What follows belongs to an exercise in optimizing a design on an open flow for small area, a short achievable clock period and few clock cycles per item; a production flow would make more cautious choices. Function was not checked in any run shown here: the RTL went through the layout flow alone.

==> flow/design.v (outline; a module is shown in full before it is edited, if it fits) <==
// module multiplier: 1036 lines
module multiplier(
  output [63:0] prod,
  output busy,
  input [31:0] mc,
  input [31:0] mp,
  input clk,
  input rst,
  input start);
  // ...
==> flow/flow/run.sh <==
#!/bin/bash
# Layout flow: the standard flow (standard synthesis and ORFS steps), except
# that the port buffers inserted before global placement are buf_2 cells
# instead of the delay-cell buffers ORFS picks by default. Every input and
# output port still gets its own buffer.
set -euo pipefail
export BUFFER_PORTS_ARGS="-buffer_cell sky130_fd_sc_hd__buf_2"
bash standard.sh finish > standard_flow.log 2>&1
==> flow/standard.sh <==
#!/bin/bash
# synth_recipe.tcl (not shown) runs the flow's synth.tcl, then flattens the netlist and writes it again
# the make line also repeats each setting of config.mk as NAME=value (left out here)
make -C /OpenROAD-flow-scripts/flow DESIGN_CONFIG=/design/flow/config.mk WORK_HOME=/design/flow/orfs CLKGATE_MAP_FILE= SYNTH_SCRIPT=/design/flow/synth_recipe.tcl "${@:-finish}"
==> flow/config.mk <==
export PLATFORM = sky130hd
export DESIGN_NAME = multiplier
export DESIGN_NICKNAME = multiplier
export VERILOG_FILES = /design/flow/design.v
export SDC_FILE = /design/flow/constraint.sdc
export NUM_CORES = 4
export LEC_CHECK = 0
export CAP_MARGIN = 20
export CORE_MARGIN = 2
export CORE_UTILIZATION = 40
export SETUP_SLACK_MARGIN = 0.4
export SLEW_MARGIN = 20
==> flow/constraint.sdc <==
create_clock -name core_clock -period 4.0 [get_ports {clk}]
set_input_delay 0.8000 -clock core_clock [delete_from_list [all_inputs] [get_ports {clk}]]
set_output_delay 0.8000 -clock core_clock [all_outputs]
set_load 0.01 [all_outputs]
==> impl_metrics.ini, run 1 <==
[timing]
slew-limit-headroom_pct = 47.3
whs_ps = 427
setup_tns_ps = -15.9
finalSetupViolCount = 1
setup_slack_ps = -15.9
tightestPinTransition_ps = 790

[finish]
seq_share_pct = 19.9
multi_input_area_share_pct = 55.7
final_cell_count_no_fill = 2337
fillers = 3402
layout_commonest_cell = inv_1

[setup_path]
start_kind = primary input
crit_path_start = start
max_stage_delay_ps = 540
cp_slowest_cell = fa_1

[status]
outcome = finished with violations
checkFailReasons = negative setup slack

[drt]
met1_length_um = 20900

[grt]
grt_overflow_total = 0
grt_use_met1_pct = 30.5
gr-usage-met2_pct = 41.4

[place]
dp.cells = 2232

[cts]
cts_tree = yes
clk_pin_slew_ps = 80
cts_buffer_depth = 2

[yosys]
syn_nets = 1887
yosys.area.top_type_share_pct = 23.1
==> run 2: changes to the inputs <==
--- a/flow/design.v
+++ b/flow/design.v
@@ -24,24 +24,24 @@
       o[k] = b[2*k+1] ^ b[2*k];
       w[k] = (b[2*k+2] ^ b[2*k+1]) & ~(b[2*k+1] ^ b[2*k]);
       n[k] = b[2*k+2];
     end
     dec = {n, w, o};
   end
 endfunction
 wire [17:0] dec0 = dec({{mp[7:0], 4'd0}, 1'b0});
-wire [17:0] decn = dec(start ? {mp[19:7]} : Q[12:0]);
-wire [31:0] Me = start ? mc : M;
-wire [5:0] oe = start ? dec0[5:0] : d_one;
-wire [5:0] we = start ? dec0[11:6] : d_two;
-wire [5:0] ne = start ? dec0[17:12] : d_neg;
-wire [31:0] Se = start ? 32'd0 : S;
-wire [30:0] Ce = start ? 31'd0 : C;
-wire te = start | t;
+wire [17:0] decn = dec(busy_r ? Q[12:0] : {mp[19:7]});
+wire [31:0] Me = busy_r ? M : mc;
+wire [5:0] oe = busy_r ? d_one : dec0[5:0];
+wire [5:0] we = busy_r ? d_two : dec0[11:6];
+wire [5:0] ne = busy_r ? d_neg : dec0[17:12];
+wire [31:0] Se = S & {32{busy_r}};
+wire [30:0] Ce = C & {31{busy_r}};
+wire te = t | ~busy_r;
 wire [32:0] Mx = {Me[31], Me};
 wire [33:0] Mx2 = {Mx, 1'b0};
 wire [32:0] x0 = ({33{oe[0]}} & Mx) | ({33{we[0]}} & Mx2[32:0]);
 wire [32:0] p0 = x0 ^ {33{ne[0]}};
 wire [33:0] pp0 = {~p0[32], p0};
 wire [32:0] x1 = ({33{oe[1]}} & Mx) | ({33{we[1]}} & Mx2[32:0]);
 wire [32:0] p1 = x1 ^ {33{ne[1]}};
 wire [33:0] pp1 = {~p1[32], p1};
@@ -1022,15 +1022,15 @@
   d_two <= decn[11:6];
   d_neg <= decn[17:12];
   if (it) begin
     S <= Tp[43:12];
     C <= Tg[42:12];
     t <= Tp[44] | Tg[43];
     Ls <= Tp[11:0];
     Lc <= Tg[11:0];
-    cl <= csh & ~start;
+    cl <= csh & busy_r;
   end
 end
 assign busy = busy_r;
 wire [67:0] Pfull = {F, Q};
 assign prod = Pfull[67:4];
 endmodule
==> flow/config.mk (replaced) <==
export PLATFORM = sky130hd
export DESIGN_NAME = multiplier
export DESIGN_NICKNAME = multiplier
export VERILOG_FILES = /design/flow/design.v
export SDC_FILE = /design/flow/constraint.sdc
export NUM_CORES = 4
export LEC_CHECK = 0
export CAP_MARGIN = 20
export CORE_MARGIN = 2
export CORE_UTILIZATION = 40
export SETUP_SLACK_MARGIN = 0.0
export SLEW_MARGIN = 20
==> run 2 against run 1 <==
The layout still fails its checks (negative setup slack). Synthesized cell count is 2.9% higher. Hold slack worse by 4.6 ps. Via count is 2.5% lower. Clock skew is 2.9 ps lower. Design area is 10% lower. Core utilization is 6.2 points lower. Synthesized area is 0.41% higher. Critical path type is now reg -> reg.
==> impl_metrics.ini, run 2 <==
[status]
outcome = finished with violations
checkFailReasons = negative setup slack

[floorplanning]
fp.dieArea_um2 = 42600
start_util_pct = 40.3
die_w_um = 206
core_um2 = 40600
num_io_pins = 132
dieHeight_um = 206
rows = 74

[drt]
met1_length_um = 20400
drtAntennaViolNets = 0
drc = 0
met2_length_um = 22500
drt-total-wl_um = 47400
vias = 12300
top_layer = met4
via_per_inst = 5.31
wl_per_cell_um = 20.5
dr_wl_met3_um = 3500
dr.pass1.iters = 5
drt_first_iter_violations = 944

[min_path]
hold_depth = 1
hp-start = cnt[0]$_SDFF_PP0_
hold_path_class = reg -> reg
min_to = cnt[0]$_SDFF_PP0_

[setup_path]
start_kind = flip-flop
r2r-end = S[20]$_DFFE_PP_
cp_slowest_cell = fa_1
r2r_cells = 14
critPathCaptureType = flip-flop
r2r_start = busy_r$_SDFFE_PP0P_
critical_path_class = reg -> reg
cp.arrival_ps = 4230
path_cells = buf_6, buf_4, and2_4, a22oi_2, xnor2_1, fa_1, fa_1, inv_1, fa_1, inv_2, fa_1, inv_2, ha_4, ha_2
crit_required_ps = 4220
rrSetupSlack_ps = -10
max_stage_delay_ps = 510
critical_path.most_common_cell = fa_1
worstPathBufferInverterCount = 5
crit_path_start = busy_r$_SDFFE_PP0P_
path_delay_family = adder cells
crit_fanout = 6

[cts]
h-tree-depth = 4
root_buffer = clkbuf_16
ctsHoldBuffers = 0
cts_buffers = 17
cts.sinks = 164
cts_buffer_depth = 2
clock_latency_ps = 470
cts_tree = yes
clk_pin_slew_ps = 80

[finish]
drive_gt1_share_pct = 28.7
nets = 2082
syn_to_final_growth_pct = 18.7
layout_common_cells = inv_1 (223), xnor2_1 (194), buf_2 (131), fa_1 (123), o22ai_1 (122)
largest_register_ffs = 32
diodes = 0
multi_input_area_um2 = 11000
final_cell_count_no_fill = 2312
fillers = 3771
regArea_um2 = 4290
largest_register = M
finalInstanceArea_um2 = 19400
final_util_pct = 47.9
top_regs = M: 32 flops, C: 31 flops, S: 31 flops
layout_commonest_cell = inv_1

[yosys]
syn_nets = 1932
ys_seq_elements = 164
yosys_warnings = 1
synthTopCellsByArea = fa_1 (23%), edfxtp_1 (18%), xnor2_1 (11%), dfxtp_1 (7.8%), inv_1 (5.8%)
yosys.area.top_type_share_pct = 23.0
synth.most_common_cell = inv_1
ys_seq_area_share_pct = 26.2
synth_common_cells = inv_1 (251), xnor2_1 (200), fa_1 (188), o22ai_1 (124), edfxtp_1 (100)
synth_area_um2 = 16400
avgSynthCellArea_um2 = 10.1
ys.flop_type = edfxtp_1
synth.largest_area_cell = fa_1
synth_cell_types = 62
postSynthCellCount = 1617
ys_async_sr_fraction_pct = 0
synth_enable_flop_cells = 100

[place]
globalplace.congestion = 0.897
port_buffers = 131
placed_cell_area_um2 = 18500
dp_hpwl_um = 37100
dp.cells = 2267

[timing]
clock.fmax_mhz = 249
setup_slack_ps = -12.8
hold_violations = 0
finalSetupViolCount = 1
slew-limit-headroom_pct = 57.5
fin_crit_ps = 4010
final.period_utilization_pct = 100
slew_violations = 0
tightestPinTransition_ps = 638
clock_skew_ps = 14.3
rsz0062_at_grt = yes

[grt]
grt_use_total_pct = 22.7
grt_pass1_wl_um = 72500
grt_overflow_total = 0
grt_pass1_vias = 12600
grt_max_degree = 94
antenna_found_initial = 0

[run]
maxCapViolations = 0
[run 2: logic make-up after synthesis]
group                    Yosys count  share of synthesized area [%]
buffers and inverters            395                           10.7
AO/OA/AOI/OAI                    299                           12.2
adder cells (fa/ha/maj)          248                           27.6
XOR/XNOR                         242                           12.9
AND/OR/NAND/NOR                  196                           5.83
flip-flops                       164                           26.2
multiplexers                      73                           4.58
[run 2: cell type report]
class                      count  area share (%)
sequential                   164            22.0
multi-input combinational   1058            56.4
clock buffer                  18            2.21
tap                          532            3.42
timing repair buffer         272            10.4
inverter                     254            4.91
clock inverter                14           0.675
[run 2: worst max path at each step]
stage / cells past startpoint / slack, ps / endpoint
after CTS: 14 / -20 / S[22]$_DFFE_PP_
after global placement: 14 / -320 / S[22]$_DFFE_PP_
after detailed placement: 14 / -350 / S[20]$_DFFE_PP_
after floorplan: 13 / -220 / S[22]$_DFFE_PP_
final: 14 / -10 / S[20]$_DFFE_PP_
after global routing: 14 / -110 / S[22]$_DFFE_PP_
[run 2: worst register-to-register path, stage by stage, from the launching register on]
cell and delay [ps]:
dfxtp_4 380, buf_6 140, buf_4 130, and2_4 150
a22oi_2 170, xnor2_1 160, fa_1 460, fa_1 500
inv_1 50, fa_1 490, inv_2 40, fa_1 510
inv_2 50, ha_4 270, ha_2 260
[run 2: per-layer routing]
layer  vias up  GRT usage, %
met5         -             0
met1      6153          30.8
met3        58          4.60
met4         0          5.92
met2       436          37.1
li1       5619             -
[run 2: what timing repair did]
item	4_1_cts	5_1_grt
cloned	0	3
buffers inserted	10	1
endpoints found under the setup margin	40	45
gates resized for setup	14	49
pin swaps	9	22
[run 2: metrics by stage]
stage	hold slack, ps	setup slack, ps	TNS, ps
2_1_floorplan	390	-220	-2650
3_3_place_gp	400	-319	-12650
3_5_place_dp	410	-352	-12890
4_1_cts	421	-23.0	-23.0
5_1_grt	436	-111	-1680
6_report	422	-12.8	-12.8

what the ideal ports hide:
In the flow no input, the clock included, has a driving cell. The finished layouts below were timed again as built, in two steps. Step 1 assumes that a clkbuf_16 drives the clock port and a buf_2 every other input. Step 2 times the ports against the registers' clock, not the clock port: input delays grow and output delays shrink by t, the midpoint of the rising clock arrivals with the driver on. a / b / c = no drivers / after step 1 / after step 2; a / b = the first two.
run	t, ns	setup WS [ns]	worst register clock-pin slew, ns
run 1	0.528	-0.016 / -0.146 / -0.673	0.08 / 0.08
run 2	0.514	-0.013 / -0.013 / -0.343	0.08 / 0.08
The setup slack of run 1, which loses most, moves by -0.130 ns with the drivers and by -0.657 ns with both steps.
